Background: an optimization exercise with open tools, aiming at small area and a short achievable clock period. Do not read the settings as production practice. No run shown here included a check of the RTL's function; only the layout flow was run.

## flow/design.v (module list and top-level ports; edited modules follow where they fit)
// module hb_filter: 1737 lines
module hb_filter(input logic clk,
                 input logic reset_n,
                 input logic signed [15:0] x_in,
                 output logic signed [15:0] y_out);
  // ...
==> flow/flow/run.sh <==
#!/bin/bash
# Standard layout; synthesis skips Yosys's early "abc -fast" so that the full-adder
# trees written in the RTL reach extract_fa unchanged; repair aims at a large setup margin.
set -euo pipefail
bash standard.sh SYNTH_ARGS=-noabc SETUP_SLACK_MARGIN=11.7 CTS_CLUSTER_SIZE=20 CTS_CLUSTER_DIAMETER=80 finish > standard.log 2>&1
==> flow/standard.sh <==
#!/bin/bash
# synth_recipe.tcl (not shown) runs the flow's synth.tcl, then flattens the netlist and writes it again
# the make line also repeats each setting of config.mk as NAME=value (left out here)
make -C /OpenROAD-flow-scripts/flow DESIGN_CONFIG=/design/flow/config.mk WORK_HOME=/design/flow/orfs CLKGATE_MAP_FILE= SYNTH_SCRIPT=/design/flow/synth_recipe.tcl "${@:-finish}"
==> flow/config.mk <==
export PLATFORM = sky130hd
export DESIGN_NAME = hb_filter
export DESIGN_NICKNAME = hb_filter
export VERILOG_FILES = /design/flow/design.v
export SDC_FILE = /design/flow/constraint.sdc
export NUM_CORES = 4
export LEC_CHECK = 0
export CAP_MARGIN = 20
export CORE_MARGIN = 2
export CORE_UTILIZATION = 40
export SLEW_MARGIN = 20
==> flow/constraint.sdc <==
create_clock -name core_clock -period 16.0 [get_ports {clk}]
set_input_delay 3.2000 -clock core_clock [delete_from_list [all_inputs] [get_ports {clk}]]
set_output_delay 3.2000 -clock core_clock [all_outputs]
set_load 0.01 [all_outputs]
==> results.yml, run 1 <==
placed_design:
  post_detailed_placement_cell_area_mm2: 0.0333
  hpwlAfterDp_um: 63600
  place_inst: 3286
  dpl_worst_slack_ps: 10320
drt:
  met1_wirelength_um: 36800
  post-route-drc-count: 0
  routed-via-count: 16800
worst_setup_path:
  setup.worst_path.end_class: "flop"
  ff2ff_path_depth: 19
  setup.worst_path.start: "taps[8][0]$_DFF_PN0_"
  criticalPathCategory: "flop to flop"
  worstPathBufferInverterCount: 1
floorplan:
  ios: 34
cts:
  tritoncts_clock_tree: "built"
  htree_depth: 2
  cts-buffers-inserted: 40
layout:
  clock_area_frac: 0.0358
  n_antenna_cell: 2
  flow.area_growth_from_synthesis_pct: 12.3
  reg.largest.list: "taps: 400 flops, w4: 20 flops, w35: 19 flops"
  final_common_cell: "fa_1"
  largest_register_ff_count: 400
  final.fill_count: 6950
  multi_input_gates: 1272
timing:
  fin_skew_ps: 27.7
  worstMarginPinSlew_ps: 660
  setup_slack_ps: 11710
  setup-violations-final: 0
  rsz0062_at_grt: "yes"
min_path:
  hold_path_depth: 0
  min-delay-start: "taps[5][6]$_DFF_PN0_"
logic_synthesis:
  synth-seq-area-share: 0.456
  synth.area.mux_share: 0.00234
  synth.lib_cells_used.distinct: 74
  synth_flop_cell: "dfrtp_1"
  ys_ff_latch: 602
global_routing:
  grt_pass1_wl_um: 122000
  first_global_vias: 19000
status:
  status: "complete, no violations"
==> run 2, diff against run 1 <==
==> flow/flow/run.sh (replaced) <==
#!/bin/bash
# Standard layout; synthesis skips Yosys's early "abc -fast" so that the full-adder
# trees written in the RTL reach extract_fa unchanged; repair aims at a large setup margin.
set -euo pipefail
bash standard.sh SYNTH_ARGS=-noabc SETUP_SLACK_MARGIN=11.85 CTS_CLUSTER_SIZE=20 CTS_CLUSTER_DIAMETER=80 finish > standard.log 2>&1
==> results.yml, run 2 <==
placed_design:
  place_inst: 3286
  portBuffers: 33
  hpwlAfterDp_um: 63100
  dpl_worst_slack_ps: 10080
  gpl.final_weighted_congestion: 0.933
worst_setup_path:
  crit_path_start_kind: "flop"
  r2r_end: "w35[17]$_DFF_P_"
  crit_required_ps: 16530
  critical_path.reg2reg.startpoint: "taps[14][0]$_DFF_PN0_"
  path_max_fanout: 3
  cp_data_arrival_time_ps: 4840
  criticalPathCategory: "flop to flop"
  setup.worst_path.end_class: "flop"
  ff2ff_setup_slack_ps: 11690
  ff2ff_path_depth: 20
timing:
  timing.setup.tns_ps: 0
  worstMarginPinSlew_ps: 698
  timing.final.hold_violations: 0
  fin_crit_ps: 4310
  timing.final.crit_share: 0.269
  maxSlewViolCount: 0
  fin_skew_ps: 32.5
  max_slew_margin: 0.531
  rsz0062_at_grt: "yes"
  setup_slack_ps: 11690
  setup-violations-final: 0
  achievable_freq_mhz: 232
min_path:
  hold_path_depth: 0
  hold_class: "flop to flop"
  min_delay_worst_endpoint: "taps[20][1]$_DFF_PN0_"
  min-delay-start: "taps[19][1]$_DFF_PN0_"
drt:
  detailedRoute.firstIterationViolations: 1044
  post-route-drc-count: 0
  wl_per_cell_um: 23.1
  antenna_violating_nets_post_route: 0
  route.final.wire_length_um: 79400
  viasPerCell: 4.91
  routed-via-count: 16900
  drt_pass1_iterations: 5
cts:
  cts.path.max_buffers: 3
  cts-buffers-inserted: 38
  clock_sinks: 602
  tritoncts_clock_tree: "built"
  clk_pin_slew_worst_paths_ps: 80
  root_buffer: "clkbuf_16"
  cts-hold-fix-buffers: 0
  worst_skew_pair_later_pin_latency_ps: 610
  htree_depth: 2
layout:
  reg.largest.list: "taps: 400 flops, w4: 20 flops, w35: 19 flops"
  largest_register_ff_count: 400
  instances_no_fill: 3438
  final_common_cell: "fa_1"
  layout.nets: 3044
  most-common-layout-cells: "fa_1, dfrtp_1, inv_1, ha_1, buf_4"
  flow.area_growth_from_synthesis_pct: 14.5
  top_register: "taps"
  drive_gt1_frac: 0.176
global_routing:
  grt_start_max_net_pins: 181
  first_global_vias: 18800
  grt_pass1_wl_um: 120000
  globalRouteTotalUtil: 0.201
  globalRouteOverflowTotal: 0
  initial_antenna_violation_count: 2
logic_synthesis:
  synth-edff-count: 0
  synth-seq-area-share: 0.456
  synth.lib_cells_used.distinct: 74
  postSynth.asyncResetShare: 0.767
  synth.top_cells.by_area: "dfrtp_1, fa_1, dfxtp_1"
  ys_ff_latch: 602
  synth.net_count: 2890
  synth_flop_cell: "dfrtp_1"
  netlist_instances: 2203
  syn_area_mm2: 0.0316
  syn_area_per_cell_um2: 14.3
  yosysMostFrequentCell: "fa_1"
  synth_top_cells_by_count: "fa_1, dfrtp_1, inv_1"
  synth_warnings: 2
  synthDominantCellAreaShare: 0.344
  synth_top_cell_by_area: "dfrtp_1"
floorplan:
  die_area_mm2: 0.0812
  core_mm2: 0.0786
  ios: 34
  floorplan.initialDensity: 0.402
  die_w_um: 285
  die_height_um: 285
  rows: 103
status:
  status: "complete, no violations"
flow_run:
  max_cap_viols: 0
-- run 2: critical path: stages (launching register included) --
cell,delay [ps]
dfrtp_1,420
ha_4,190
fa_2,350
a21o_1,210
a21oi_2,180
o21bai_1,120
a21oi_2,210
o21bai_2,120
a21oi_2,170
buf_4,160
xor2_4,160
inv_2,60
fa_1,500
ha_4,320
o21ai_2,50
nand2b_1,120
nand2_2,120
o21ai_4,220
a41oi_4,150
o31ai_2,250
xnor2_1,150
-- run 2: cells by family after synthesis --
group | share of synthesized area
mux | 0.00234
buf+inv | 0.0391
compound gates | 0.0610
flops | 0.456
simple gates | 0.0346
fa+ha+maj | 0.376
xor+xnor | 0.0313
-- run 2: layer usage --
metal  global-route usage  share of wire  wire [um]  up-vias
li1                     -              -          -     7396
met1                0.290           0.46      36800     9054
met2                0.328           0.48      37800      323
met3               0.0200          0.035       2750       97
met4               0.0534          0.026       2040        0
met5                    0              0          0        -
-- run 2: timing repair --
item                       4_1_cts  5_1_grt
setup endpoints to repair      368      260
cloned                           0        1
setup buffers                   44       36
pin swaps                       58       53
gates resized for setup        230      130
-- run 2: how the worst max path moves through the flow --
stage                                from                end  slack (ps)  cells after the start
CTS                  taps[8][0]$_DFF_PN0_    w35[15]$_DFF_P_       11690                     18
floorplan            taps[8][0]$_DFF_PN0_    w35[18]$_DFF_P_       11870                     18
detailed placement                reset_n  r0_16_1$_DFF_PN0_       10080                      3
global placement                  reset_n  r0_16_1$_DFF_PN0_       10170                      3
finish              taps[14][0]$_DFF_PN0_    w35[17]$_DFF_P_       11690                     20
global route        taps[14][0]$_DFF_PN0_    w35[16]$_DFF_P_       11470                     17
-- run 2: area by class of cell --
cell class | instances | area [um2]
clock buffers | 61 | 1100
flip-flops and latches | 602 | 14600
clock inverters | 8 | 123
fillers | 6960 | 42400
diodes | 2 | 5.00
multi-input cells | 1272 | 16800
repair buffers | 118 | 1040
inverters | 325 | 1220
well taps | 1050 | 1310
-- run 2: stage by stage --
stage | area, um2 | util | hold WS (ps)
after global routing | 36200 | 0.460 | 334
after global placement | 33300 | 0.423 | 331
after floorplan | 31600 | - | 324
after CTS | 35400 | 0.450 | 335
final | 36200 | 0.460 | 336
after detailed placement | 33300 | 0.423 | 335

what the ideal ports hide:
The results above use ideal ports. As a check the final layouts listed here were re-extracted and re-timed, cells and wires unchanged.
Step 1, drivers: a clkbuf_16 drives clk and a buf_2 each remaining input, both assumed.
Step 2 also shifts input and output timing later by t, the mid clock arrival at the registers, as if the neighbouring blocks saw the same clock.
Three values: no drivers, after step 1, after step 2; two values: the first two.
run | t (ns) | slack for setup (ns) | hold WS [ns] | latest minus earliest clock arrival (ns)
run 1 | 0.656 | 11.707 / 11.688 / 11.233 | 0.333 / 0.333 / 0.333 | 0.028 / 0.028
run 2 | 0.654 | 11.692 / 11.692 / 11.381 | 0.336 / 0.336 / 0.336 | 0.034 / 0.034
After both steps every run listed still meets setup and hold. The setup slack of run 1, which loses most, moves by -0.019 ns with the drivers and by -0.474 ns with both steps. Setup slack includes reset recovery checks.
